Background: an optimization exercise with open tools, aiming at small area, a short achievable clock period and few clock cycles per item. Do not read the settings as production practice. Where RTL was checked, it was by simulation tests only, not by an equivalence proof against the original.

// cordi_arch
module cordi_arch
(
	input [15:0] theta,
	input bgn,
	input clk,
	input rst_b,
	output [15:0] cos,
	output fin
);
reg [15:0] x, y, z;
reg [3:0] i;
reg busy, first, last, fin_r;
reg n1;
reg xsub;
reg [3:0] hsx, lsx, hsy, lsy;
wire [3:0] in = busy ? i + {3'd0, i == 4'd0} + 4'd1 : 4'd0;
wire [3:0] hn = 4'b0001 << in[3:2];
wire [3:0] ln = 4'b0001 << in[1:0];
wire neg = z[15];
wire [15:0] atan = (i == 4'd0) ? ((neg ^ n1) ? 16'h1498 : 16'h4ff0) :
                   (i == 4'd1) ? 16'h1dac :
                   (i == 4'd2) ? 16'h0fae :
                   (i == 4'd3) ? 16'h07f5 :
                   (i == 4'd4) ? 16'h03ff : (16'h4000 >> i);
function [15:0] ash;
	input [15:0] v;
	input [3:0] h, l;
	reg [15:0] m;
	integer j;
	begin
		for (j = 0; j < 16; j = j + 1)
			m[j] = (h[0] & v[j]) | (h[1] & v[j+4 > 15 ? 15 : j+4]) |
			       (h[2] & v[j+8 > 15 ? 15 : j+8]) | (h[3] & v[j+12 > 15 ? 15 : j+12]);
		for (j = 0; j < 16; j = j + 1)
			ash[j] = (l[0] & m[j]) | (l[1] & m[j+1 > 15 ? 15 : j+1]) |
			         (l[2] & m[j+2 > 15 ? 15 : j+2]) | (l[3] & m[j+3 > 15 ? 15 : j+3]);
	end
endfunction
wire [15:0] ysc = ash(y ^ {16{xsub}}, hsx, lsx);
wire [15:0] xsc = ash(x ^ {16{neg}}, ~hsy, ~lsy);
wire [15:0] x_add = x + ysc + {15'd0, xsub};
wire [15:0] y_add = y + xsc + {15'd0, neg};
wire [15:0] z_add = z + (atan ^ {16{~neg}}) + {15'd0, ~neg};
wire [15:0] z_nxt = busy ? z_add : theta;
wire busy_nxt = busy ? ~last : bgn;
  ...
Size: roughly 1000 cells after synthesis, roughly 74 flip-flops, ~0.0068 mm² of cells after synthesis.
export LEC_CHECK = 0
export ABC_AREA = 1
export CAP_MARGIN = 20
export CORE_MARGIN = 2
export CORE_UTILIZATION = 40
export GPL_TIMING_DRIVEN = 0
export SLEW_MARGIN = 20
create_clock -name core_clock -period 10.0 [get_ports {clk}]
standard.sh (not shown) runs the stock make flow with config.mk's settings and CLKGATE_MAP_FILE= SYNTH_SCRIPT=/design/flow/synth_recipe.tcl, a recipe that flattens the netlist after the stock synthesis.
==> flow/flow/run.sh <==
#!/bin/bash
# Standard ORFS layout, with port buffers of a faster cell and repair_timing
# aiming for a larger setup margin.
set -euo pipefail
bash standard.sh "BUFFER_PORTS_ARGS=-buffer_cell sky130_fd_sc_hd__buf_4" SETUP_SLACK_MARGIN=6.9 finish > standard_flow.log 2>&1
Next try:
==> flow/flow/run.sh (replaced) <==
#!/bin/bash
# Standard ORFS layout; repair_timing aims for a larger setup margin.
set -euo pipefail
bash standard.sh SETUP_SLACK_MARGIN=6.9 finish > standard_flow.log 2>&1
The changed run completed with no timing, DRC or antenna violations.
Flip-flop and latch count is unchanged.
Final area goes down slightly.
Final cell count falls slightly.
Worst setup slack is worse by 33 ps.
Die area stays the same.
Worst hold slack is about the same.
Global-route usage came out higher by 0.13 points.
Core utilization came out lower by 0.77 points.
Next try:
==> flow/flow/run.sh (replaced) <==
#!/bin/bash
# Standard ORFS layout; repair_timing aims for a larger setup margin.
set -euo pipefail
bash standard.sh SETUP_SLACK_MARGIN=6.5 finish > standard_flow.log 2>&1
The new run finished clean.
Synthesized area is unchanged.
Wire length drops by 2.3%.
Global-route usage drops by 0.12 points.
Final area drops by 5.4%.
Critical path depth drops by 6.
Next try:
==> flow/flow/run.sh (replaced) <==
#!/bin/bash
# Standard ORFS layout; repair_timing aims for a larger setup margin.
set -euo pipefail
bash standard.sh SETUP_SLACK_MARGIN=7.3 finish > standard_flow.log 2>&1
Effect:
- The new run passed the timing, design-rule and antenna checks
- final area goes up by about 22%
- setup slack improves by 310 ps
- routed wire length goes up by 12%
Function was not checked in any run of this note: the RTL went through the layout flow alone.

* * *

Another version of the RTL of cordi_arch (not shown whole).
For scale: ~700 cells after synthesis, about 69 flip-flops, roughly 36 I/O pins, roughly 6000 um^2 of cells after synthesis.
make LEC_CHECK=0 CAP_MARGIN=20 CORE_MARGIN=2 CORE_UTILIZATION=40 SLEW_MARGIN=20 finish   # period 10.0 ns
run.sh (not shown) runs the stock make flow with config.mk's settings and CLKGATE_MAP_FILE= SYNTH_SCRIPT=/design/flow/synth_recipe.tcl, a recipe that flattens the netlist after the stock synthesis.
Stock flow here: none of the scripts above is used.
Then changed:
==> flow/flow/run.sh (new file) <==
#!/bin/bash
# Standard ORFS layout, with repair_timing aiming for a larger setup margin.
set -euo pipefail
bash standard.sh SETUP_SLACK_MARGIN=7.5 finish > standard_flow.log 2>&1
==> flow/standard.sh (new file) <==
#!/bin/bash
# synth_recipe.tcl (not shown) runs the flow's synth.tcl, then flattens the netlist and writes it again
# the make line also repeats each setting of config.mk as NAME=value (left out here)
make -C /OpenROAD-flow-scripts/flow DESIGN_CONFIG=/design/flow/config.mk WORK_HOME=/design/flow/orfs CLKGATE_MAP_FILE= SYNTH_SCRIPT=/design/flow/synth_recipe.tcl "${@:-finish}"
removed: flow/run.sh
Wire length rises by 15%.
Sequential cell count stays the same.
Via count climbs by 10%.
Design area rose by 23%.
Worst setup slack is better by 0.96 ns.
Cell count goes up by 10%.
No run of this note included a check of the RTL's function; only the layout flow was run.

* * *

Another version of the RTL of cordi_arch (not shown whole).
Size: about 36 I/O pins, roughly 0.0067 mm^2 of cells after synthesis.
## cordi_arch
module cordi_arch
(
	input [15:0] theta,
	input bgn,
	input clk,
	input rst_b,
	output [15:0] cos,
	output fin
);
reg [15:0] x, y, z;
reg busy, first, last, fin_r;
reg e1, e2, n0, n1, n2;
reg xsub, xsub_n, yneg, yneg_n;
reg [3:0] hsx, lsx;
wire [3:0] ln = ~busy ? 4'b0001 : first ? 4'b1000 : {lsx[2:0], lsx[3]};
wire [3:0] hn = ~busy ? 4'b0001 : lsx[3] ? {hsx[2:0], hsx[3]} : hsx;
wire neg = z[15];
function [15:0] atan_tab;
	input [3:0] h, l;
	integer k;
	reg [15:0] a;
	begin
		atan_tab = 16'h0000;
		for (k = 3; k < 16; k = k + 1) begin
			a = (k == 3) ? 16'h07f5 : (k == 4) ? 16'h03ff : (16'h4000 >> k);
			if (h[k / 4] & l[k % 4]) atan_tab = atan_tab | a;
		end
	end
endfunction
wire [15:0] atan = first ? (e1 ? (e2 ? 16'h04ea : 16'h2446) : (e2 ? 16'h4042 : 16'h5f9e)) :
                   atan_tab(hsx, lsx);
function [15:0] ash;
	input [15:0] v;
	input [3:0] h, l;
	reg [15:0] m;
	integer j;
	begin
		for (j = 0; j < 16; j = j + 1)
			m[j] = (h[0] & v[j]) | (h[1] & v[j+4 > 15 ? 15 : j+4]) |
			       (h[2] & v[j+8 > 15 ? 15 : j+8]) | (h[3] & v[j+12 > 15 ? 15 : j+12]);
		for (j = 0; j < 16; j = j + 1)
			ash[j] = (l[0] & m[j]) | (l[1] & m[j+1 > 15 ? 15 : j+1]) |
			         (l[2] & m[j+2 > 15 ? 15 : j+2]) | (l[3] & m[j+3 > 15 ? 15 : j+3]);
	end
endfunction
wire [15:0] ysc = ash(y ^ {{8{~xsub_n}}, {8{xsub}}}, hsx, lsx);
wire [15:0] xsc = ash(x ^ {{8{~yneg_n}}, {8{yneg}}}, hsx, lsx);
wire [16:0] x_sum = {x, 1'b1} + {ysc, xsub};
wire [16:0] y_sum = {y, 1'b1} + {xsc, yneg};
wire [16:0] z_sum = {z, 1'b1} + {atan ^ {16{~neg}}, ~neg};
wire [15:0] x_add = x_sum[16:1];
wire [15:0] y_add = y_sum[16:1];
  ...
==> flow/config.mk <==
export PLATFORM = sky130hd
export DESIGN_NAME = cordi_arch
export DESIGN_NICKNAME = cordi_arch
export VERILOG_FILES = /design/flow/design.v
export SDC_FILE = /design/flow/constraint.sdc
export NUM_CORES = 4
export LEC_CHECK = 0
export ABC_AREA = 1
export CAP_MARGIN = 20
export CORE_MARGIN = 2
export CORE_UTILIZATION = 40
export CTS_BUF_LIST = sky130_fd_sc_hd__clkbuf_8
export CTS_CLUSTER_SIZE = 30
export GPL_TIMING_DRIVEN = 0
export SLEW_MARGIN = 20
export TNS_END_PERCENT = 0
==> flow/constraint.sdc <==
create_clock -name core_clock -period 10.0 [get_ports {clk}]
set_input_delay 2.0000 -clock core_clock [delete_from_list [all_inputs] [get_ports {clk}]]
set_output_delay 2.0000 -clock core_clock [all_outputs]
set_load 0.01 [all_outputs]
standard.sh (not shown) runs the stock make flow with config.mk's settings and CLKGATE_MAP_FILE= SYNTH_SCRIPT=/design/flow/synth_recipe.tcl, a recipe that flattens the netlist after the stock synthesis.
==> flow/flow/run.sh <==
#!/bin/bash
# Standard ORFS layout, with buf_2 port buffers and repair_timing aiming for a
# larger setup margin (on the worst path only: TNS_END_PERCENT 0 in config.mk).
set -euo pipefail
bash standard.sh "BUFFER_PORTS_ARGS=-buffer_cell sky130_fd_sc_hd__buf_2" SETUP_SLACK_MARGIN=6.9 finish > standard_flow.log 2>&1
The first run finished with timing, DRC and antenna clean.
Testbench counts at the start, summed over its fixed seeds: cycles 32,768, items 2,048.
Next try:
PLACE_DENSITY = 0.8   (was default)
=> Worst hold slack degrades by 46 ps; design area is higher by 1.7%; setup slack degrades by 29 ps; core utilization is higher by 0.77 points; cell count hardly moves; routed wire length is lower by 1.2%; synthesized area stays the same; clock-buffer cell count is lower by 1.

* * *

Another version of the RTL of cordi_arch (not shown whole).
Size in the first run: ~36 I/O pins, ~0.0065 mm2 of cells after synthesis.
==> flow/config.mk <==
export PLATFORM = sky130hd
export DESIGN_NAME = cordi_arch
export DESIGN_NICKNAME = cordi_arch
export VERILOG_FILES = /design/flow/design.v
export SDC_FILE = /design/flow/constraint.sdc
export NUM_CORES = 4
export LEC_CHECK = 0
export ABC_AREA = 1
export CAP_MARGIN = 20
export CORE_MARGIN = 2
export CORE_UTILIZATION = 40
export CTS_BUF_LIST = sky130_fd_sc_hd__clkbuf_8
export CTS_CLUSTER_SIZE = 30
export GPL_TIMING_DRIVEN = 0
export SLEW_MARGIN = 20
export TNS_END_PERCENT = 0
==> flow/constraint.sdc <==
create_clock -name core_clock -period 10.0 [get_ports {clk}]
set_input_delay 2.0000 -clock core_clock [delete_from_list [all_inputs] [get_ports {clk}]]
set_output_delay 2.0000 -clock core_clock [all_outputs]
set_load 0.01 [all_outputs]
==> flow/flow/run.sh <==
#!/bin/bash
# Standard ORFS layout, with buf_2 port buffers and repair_timing aiming for a
# larger setup margin (on the worst path only: TNS_END_PERCENT 0 in config.mk).
set -euo pipefail
bash standard.sh "BUFFER_PORTS_ARGS=-buffer_cell sky130_fd_sc_hd__buf_2" SETUP_SLACK_MARGIN=7.1 finish > standard_flow.log 2>&1
==> next run, changes <==
==> flow/flow/run.sh (replaced) <==
#!/bin/bash
# Standard ORFS layout; repair_timing aims for a larger setup margin.
set -euo pipefail
bash standard.sh SETUP_SLACK_MARGIN=6.9 finish > standard_flow.log 2>&1
- CTS_BUF_LIST: sky130_fd_sc_hd__clkbuf_8 -> unset
- CTS_CLUSTER_SIZE: 30 -> unset
=>
- global-route usage fell by 0.21 points
- first-iteration DRC count fell by 26%
- worst setup slack degrades by 0.31 ns
- synthesized cell count is unchanged
- routed wire length fell by 6.0%
No functional check of the RTL was part of any run of this note.

* * *

== run A ==
The RTL this note starts from:
==> flow/design.v <==
module cordi_arch
(
	input [15:0] theta,
	input bgn,
	input clk,
	input rst_b,
	output [15:0] cos,
	output fin
);
reg [15:0] x, y, z;
reg busy, first, last, fin_r;
reg e1, e2;
reg xsub, xsub_n, yneg, yneg_n;
reg [3:0] hsx, lsx;
wire [3:0] ln = ~busy ? 4'b0001 : first ? 4'b1000 : {lsx[2:0], lsx[3]};
wire [3:0] hn = ~busy ? 4'b0001 : lsx[3] ? {hsx[2:0], hsx[3]} : hsx;
wire neg = z[15];
function [15:0] atan_tab;
	input [3:0] h, l;
	integer k;
	reg [15:0] a;
	begin
		atan_tab = 16'h0000;
		for (k = 3; k < 16; k = k + 1) begin
			a = (k == 3) ? 16'h07f5 : (k == 4) ? 16'h03ff : (16'h4000 >> k);
			if (h[k / 4] & l[k % 4]) atan_tab = atan_tab | a;
		end
	end
endfunction
wire [15:0] atan = first ? (e1 ? (e2 ? 16'h04ea : 16'h2446) : (e2 ? 16'h4042 : 16'h5f9e)) :
                   atan_tab(hsx, lsx);
function [15:0] ash;
	input [15:0] v;
	input [3:0] h, l;
	reg [15:0] m;
	integer j;
	begin
		for (j = 0; j < 16; j = j + 1)
			m[j] = (h[0] & v[j]) | (h[1] & v[j+4 > 15 ? 15 : j+4]) |
			       (h[2] & v[j+8 > 15 ? 15 : j+8]) | (h[3] & v[j+12 > 15 ? 15 : j+12]);
		for (j = 0; j < 16; j = j + 1)
			ash[j] = (l[0] & m[j]) | (l[1] & m[j+1 > 15 ? 15 : j+1]) |
			         (l[2] & m[j+2 > 15 ? 15 : j+2]) | (l[3] & m[j+3 > 15 ? 15 : j+3]);
	end
endfunction
wire [15:0] ysc = ash(y ^ {{8{~xsub_n}}, {8{xsub}}}, hsx, lsx);
wire [15:0] xsc = ash(x ^ {{8{~yneg_n}}, {8{yneg}}}, hsx, lsx);
wire [16:0] x_sum = {x, 1'b1} + {ysc, xsub};
wire [16:0] y_sum = {y, 1'b1} + {xsc, yneg};
wire [16:0] z_sum = {z, 1'b1} + {atan ^ {16{~neg}}, ~neg};
wire [15:0] x_add = x_sum[16:1];
wire [15:0] y_add = y_sum[16:1];
wire [15:0] z_add = z_sum[16:1];
wire [15:0] z_nxt = busy ? z_add : theta;
wire busy_nxt = busy ? ~last : bgn;
reg [15:0] x3, y3;
always @(*)
	case ({neg, e1 ^ neg, e2 ^ neg})
	3'b000: begin x3 = 16'd1245;  y3 = 16'd16166;   end
	3'b001: begin x3 = 16'd8705;  y3 = 16'd13680;   end
	3'b010: begin x3 = 16'd13680; y3 = 16'd8705;    end
	3'b011: begin x3 = 16'd16166; y3 = 16'd1245;    end
	3'b100: begin x3 = 16'd16168; y3 = -16'sd1244;  end
	3'b101: begin x3 = 16'd13680; y3 = -16'sd8706;  end
	3'b110: begin x3 = 16'd8705;  y3 = -16'sd13680; end
	default: begin x3 = 16'd1243; y3 = -16'sd16166; end
	endcase
function lt15;
	input [14:0] t, c;
	reg eq;
	integer k;
	begin
		lt15 = 1'b0;
		eq = 1'b1;
		for (k = 14; k >= 0; k = k - 1) begin
			lt15 = lt15 | (eq & c[k] & ~t[k]);
			eq = eq & ~(c[k] ^ t[k]);
		end
	end
endfunction
wire [14:0] t = theta[14:0];
wire n1_nxt = theta[15] ? lt15(t, 15'h4dbc) : lt15(t, 15'h3244);
wire n2_a = theta[15] ? lt15(t, 15'h3010) : lt15(t, 15'h1498);
wire n2_b = theta[15] ? lt15(t, 15'h6b68) : lt15(t, 15'h4ff0);
wire n2_nxt = n1_nxt ? n2_a : n2_b;
always @(posedge clk) begin
	x <= first ? x3 : x_add;
	y <= first ? y3 : ((busy & ~last) ? y_add : 16'h0000);
	z <= z_nxt;
	xsub <= ~z_nxt[15] & busy_nxt;
	xsub_n <= z_nxt[15] | ~busy_nxt;
	yneg <= z_nxt[15] & busy_nxt;
	yneg_n <= ~z_nxt[15] | ~busy_nxt;
	e1 <= n1_nxt ^ theta[15];
	e2 <= n2_nxt ^ theta[15];
	hsx <= hn; lsx <= ln;
	first <= bgn & ~busy;
	last <= busy & hsx[3] & lsx[2];
end
always @(posedge clk or negedge rst_b) begin
	if (!rst_b) begin
		busy <= 1'b0;
		fin_r <= 1'b0;
	end else begin
		busy <= busy_nxt;
		fin_r <= busy & last;
	end
end
assign cos = x;
assign fin = fin_r;
endmodule
Settings: LEC_CHECK=0, ABC_AREA=1, CAP_MARGIN=20, CORE_MARGIN=2, CORE_UTILIZATION=40, CTS_BUF_LIST=sky130_fd_sc_hd__clkbuf_8, CTS_CLUSTER_SIZE=30, GPL_TIMING_DRIVEN=0, SLEW_MARGIN=20, TNS_END_PERCENT=0; clock period 10.0 ns.
==> flow/flow/run.sh <==
#!/bin/bash
# Standard ORFS layout, with buf_2 port buffers and repair_timing aiming for a
# larger setup margin (on the worst path only: TNS_END_PERCENT 0 in config.mk).
set -euo pipefail
bash standard.sh "BUFFER_PORTS_ARGS=-buffer_cell sky130_fd_sc_hd__buf_2" SETUP_SLACK_MARGIN=7.05 finish > standard_flow.log 2>&1
Run A | stages: all done | timing, DRC, antenna: all pass
Testbench counts of run A, summed over its fixed seeds: cycles 32,768, items 2,048.
Setup changes, run A to run B
==> flow/flow/run.sh <==
#!/bin/bash
# Standard ORFS layout, with buf_2 port buffers and repair_timing aiming for a
# larger setup margin (on the worst path only: TNS_END_PERCENT 0 in config.mk).
set -euo pipefail
bash standard.sh "BUFFER_PORTS_ARGS=-buffer_cell sky130_fd_sc_hd__buf_2" SETUP_SLACK_MARGIN=6.9 finish > standard_flow.log 2>&1
==> notes.md <==
- Summary of run B over run A: flip-flop and latch count held; mean routed wirelength per cell went down 0.14 um; setup slack went down 0.014 ns; time the worst path needs with I/O delays and setup went up 0.014 ns; post-CTS setup buffer count went down 3.
- Global-route usage over all layers, run B and run A, lower one = run B.

==> afterwards: timing with drivers on the ports <==
No port has a modelled driver above. Below, the same layouts with a new extraction and two added sets of constraints.
Step 1: set_driving_cell puts a clkbuf_16 on clk and a buf_2 on each other input, an assumption about the parent block.
Step 2 times the ports against the registers' clock, not the clock port: input delays grow and output delays shrink by t, the midpoint of the rising clock arrivals with the driver on.
Three values: ideal, step 1, step 2; two values: the first two.
| run | shift t [ns] | setup WS [ns] | latest minus earliest clock arrival (ns) |
|---|---|---|---|
| the first run of note 1 | 0.386 | 6.930 / 6.911 / 6.577 | 0.010 / 0.010 |
| the second run of note 1 | 0.387 | 6.898 / 6.888 / 6.533 | 0.008 / 0.008 |
| the third run of note 1 | 0.385 | 6.618 / 6.574 / 6.358 | 0.008 / 0.007 |
| the fourth run of note 1 | 0.388 | 6.931 / 6.931 / 6.778 | 0.011 / 0.012 |
| the first run of note 2 | 0.384 | 5.428 / 5.428 / 5.428 | 0.008 / 0.008 |
| the second run of note 2 | 0.389 | 6.390 / 6.390 / 6.390 | 0.007 / 0.007 |
| the first run of note 3 | 0.411 | 6.909 / 6.909 / 6.854 | 0.022 / 0.022 |
| the second run of note 3 | 0.418 | 6.880 / 6.880 / 6.851 | 0.009 / 0.009 |
| the first run of note 4 | 0.416 | 6.974 / 6.937 / 6.922 | 0.017 / 0.016 |
| the second run of note 4 | 0.388 | 6.660 / 6.618 / 6.567 | 0.008 / 0.008 |
| run A | 0.411 | 6.976 / 6.942 / 6.880 | 0.018 / 0.018 |
| run B | 0.410 | 6.962 / 6.933 / 6.884 | 0.022 / 0.022 |
After both steps every run listed still meets setup and hold. The setup slack of the second run of note 1, which loses most, moves by -0.010 ns with the drivers and by -0.365 ns with both steps.
